From an optimization exercise on the open Yosys and OpenROAD flow, aimed at small area; shortcuts taken in it are not production practice. Only simulation tests tie the RTL to the original design; equivalence was not proved. Power and IR drop assume default switching activity.

## run A
==> flow/design.v (excerpt) <==
module rx_descrambler (
	input  wire         clk,
	input  wire         rst_n,
	input  wire [2:0]   gen,
	input  wire         turn_off,
	input  wire [7:0]   rx_valid,
	input  wire [7:0]   rx_start_block,
	input  wire [23:0]  rx_status,
	input  wire [15:0]  rx_sync_header,
	input  wire [255:0] rx_data,
	input  wire [31:0]  rx_datak,
	output wire [7:0]   out_valid,
	output wire [15:0]  out_sync_header,
	output wire [255:0] out_data,
	output wire [31:0]  out_datak
);
Settings: LEC_CHECK=0, CAP_MARGIN=20, CORE_MARGIN=2, CORE_UTILIZATION=40, CTS_BUF_LIST=sky130_fd_sc_hd__clkbuf_4, SLEW_MARGIN=20, SYNTH_HIERARCHICAL=1, SYNTH_MINIMUM_KEEP_SIZE=0; clock period 12.0 ns.
standard.sh (not shown) runs the stock make flow with config.mk's settings and CLKGATE_MAP_FILE= SYNTH_SCRIPT=/design/flow/synth_recipe.tcl, a recipe that flattens the netlist after the stock synthesis.
==> flow/flow/run.sh <==
#!/bin/bash
# Layout flow: the standard flow (standard.sh, unchanged synthesis and
# steps) with these changes to how the layout is made:
#  - the port buffers that global placement inserts use the smallest buffer
#    cell instead of ORFS's default choice (every port still gets a buffer);
#  - timing-driven global placement does not keep the buffers its trial
#    repairs insert (later repair steps still fix slew, load and timing);
#  - clock tree synthesis inserts no dummy load cells.
set -euo pipefail
export BUFFER_PORTS_ARGS="-buffer_cell sky130_fd_sc_hd__buf_1"
export GPL_KEEP_OVERFLOW=0
export CTS_ARGS="-sink_clustering_enable -repair_clock_nets -buf_list sky130_fd_sc_hd__clkbuf_8 -sink_clustering_size 16 -sink_clustering_max_diameter 60 -dont_use_dummy_load"
bash standard.sh finish > flow_make.log 2>&1
Relative to run A, the following input files were edited for run B:
-- flow/flow/run.sh --
<<< run A, line 8
#  - clock tree synthesis inserts no dummy load cells.
>>> run B, line 8
#  - clock tree synthesis inserts no dummy load cells;
#  - after global routing, gates with timing slack are downsized (RECOVER_POWER).
<<< run A, line 12
>>> run B, line 13
export RECOVER_POWER=100
--- outcome ---
From the logs: run B reached the end of the flow and failed the layout checks with capacitance limit, slew limit. Number of hold-slack violations in the final timing report: run A vs run B identical. Detail-routed net length per standard cell: run B vs run A — no meaningful difference. Cell with the biggest individual delay on the critical path: sky130_fd_sc_hd__xor2_2 -> run B, sky130_fd_sc_hd__buf_1 -> run A. On total wire length after detailed routing, run B and run A are basically level. Comparing run B with run A, the power came out essentially unchanged.
### run B -> run C
Settings: swapping 20 for 5 in SLEW_MARGIN; swapping 20 for 5 in CAP_MARGIN.
-- flow/flow/run.sh --
<<< run B, line 8
#  - clock tree synthesis inserts no dummy load cells;
#  - after global routing, gates with timing slack are downsized (RECOVER_POWER).
>>> run C, line 8
#  - clock tree synthesis inserts no dummy load cells.
<<< run B, line 13
export RECOVER_POWER=100
export CTS_ARGS="-sink_clustering_enable -repair_clock_nets -buf_list sky130_fd_sc_hd__clkbuf_8 -sink_clustering_size 16 -sink_clustering_max_diameter 60 -dont_use_dummy_load"
>>> run C, line 12
export CTS_ARGS="-sink_clustering_enable -repair_clock_nets -buf_list sky130_fd_sc_hd__clkbuf_4 -dont_use_dummy_load"
In run B the implementation ran to completion but is not tape-out ready, as the final checks report capacitance limit, slew limit.
Run C has completed all stages; timing, DRC and antenna checks passed.
Summary of run C over run B: number of H-tree levels went up 1; number of DRC violations after detailed routing ~0 delta.
Run C and run B ended up with nearly the same cell area.
Comparing run C and run B, the lower growth of design area from synthesis to finish was measured on run C.
Compared with run B, first-pass GRT wire length in run C increased slightly.
[run C vs run B] met3 track demand over resource: higher in run C
There was hardly any difference in core utilization between run B and run C.
Edits applied to the flow inputs when going from run C to run D:
Settings: SLEW_MARGIN changed from 5 to 20; CAP_MARGIN changed from 5 to 20.
## What came out
- The master of the slowest instance on the critical path comes out sky130_fd_sc_hd__buf_1 in one run and sky130_fd_sc_hd__xor2_1 in the other, namely in run D and run C respectively.
- Run D vs. run C: overall power after layout about even, max-slew violation count comparable, worst max-slew margin expressed relative to the limit rose 11 points.
- For wire length, run C and run D come out practically identical.
- Of the two values seen for worst setup path endpoint, out_data[251] was produced by run C and out_data[253] by run D.

---

## the baseline
rx_descrambler, a different RTL version from the one above (not shown whole).
Size in the first run: roughly 660 I/O pins.
## rx_descrambler
module rx_descrambler (
	input  wire         clk,
	input  wire         rst_n,
	input  wire [2:0]   gen,
	input  wire         turn_off,
	input  wire [7:0]   rx_valid,
	input  wire [7:0]   rx_start_block,
	input  wire [23:0]  rx_status,
	input  wire [15:0]  rx_sync_header,
	input  wire [255:0] rx_data,
	input  wire [31:0]  rx_datak,
	output wire [7:0]   out_valid,
	output wire [15:0]  out_sync_header,
	output wire [255:0] out_data,
	output wire [31:0]  out_datak
);
export LEC_CHECK = 0
export CAP_MARGIN = 0
export CORE_MARGIN = 2
export CORE_UTILIZATION = 40
export CTS_BUF_LIST = sky130_fd_sc_hd__clkbuf_4
export SLEW_MARGIN = 0
export SYNTH_HIERARCHICAL = 1
export SYNTH_MINIMUM_KEEP_SIZE = 0
create_clock -name core_clock -period 12.0 [get_ports {clk}]
==> flow/flow/run.sh <==
#!/bin/bash
# Layout flow: the standard flow (standard.sh, unchanged synthesis and
# steps) with these changes to how the layout is made:
#  - the port buffers that global placement inserts use the smallest buffer
#    cell instead of ORFS's default choice (every port still gets a buffer);
#  - timing-driven global placement does not keep the buffers its trial
#    repairs insert (later repair steps still fix slew, load and timing);
#  - clock tree synthesis inserts no dummy load cells.
set -euo pipefail
export BUFFER_PORTS_ARGS="-buffer_cell sky130_fd_sc_hd__buf_1"
export GPL_KEEP_OVERFLOW=0
export CTS_ARGS="-sink_clustering_enable -repair_clock_nets -buf_list sky130_fd_sc_hd__clkbuf_4 -dont_use_dummy_load"
bash standard.sh finish > flow_make.log 2>&1
Modified inputs, the candidate compared to the baseline
- CAP_MARGIN: 0 -> 5
- SLEW_MARGIN: 0 -> 5
--- outcome ---
Between the candidate and the baseline, the utilization does not differ in any meaningful way.
Diff the candidate..the baseline | part of the total power dissipated in combinational logic | negligible
First-pass iteration count of the detailed router delta for the candidate relative to the baseline: 3 lower
Summary of the candidate over the baseline: routed wire length now sits at about the same level; setup slack of the most critical reg-to-reg path fell by 0.05 ns; post-route cell area has remained practically unchanged; first-pass GRT wire length grew by about 0.54%; power held steady.
Top achievable clock speed came out lower on the candidate than on the baseline.
The candidate against the baseline: number of inserted diodes went down, number of enable-type register cells in the synthesized netlist held.

## afterwards: timing with drivers on the ports
How much do the figures lean on ideal ports? The routed layouts below were timed once more, with nothing changed but the port constraints. Step 1: set_driving_cell puts a clkbuf_16 on clk and a buf_2 on each other input, an assumption about the parent block. Step 2 also shifts input and output timing later by t, the mid clock arrival at the registers, as if the neighbouring blocks saw the same clock. Slacks: ideal ports / drivers / drivers and shift; pairs: ideal ports / drivers.
| run | t (ns) | setup WS [ns] | worst hold slack (ns) | cell pins on the clock port's net |
|---|---|---|---|---|
| run A | 0.669 | 0.714 / 0.684 / 0.684 | 0.512 / 0.512 / 0.512 | 1 |
| run B | 0.672 | 0.532 / 0.504 / 0.504 | 0.513 / 0.513 / 0.513 | 1 |
| run C | 0.839 | 0.264 / 0.237 / 0.237 | 0.509 / 0.509 / 0.509 | 1 |
| run D | 0.832 | 0.706 / 0.676 / 0.676 | 0.508 / 0.508 / 0.508 | 1 |
| the baseline | 0.841 | 1.358 / 1.287 / 1.287 | 0.509 / 0.509 / 0.509 | 1 |
| the candidate | 0.861 | 1.264 / 1.195 / 1.195 | 0.506 / 0.506 / 0.506 | 1 |
For the baseline, which loses most, drivers alone change the setup slack by -0.071 ns; drivers and shift together by -0.071 ns.
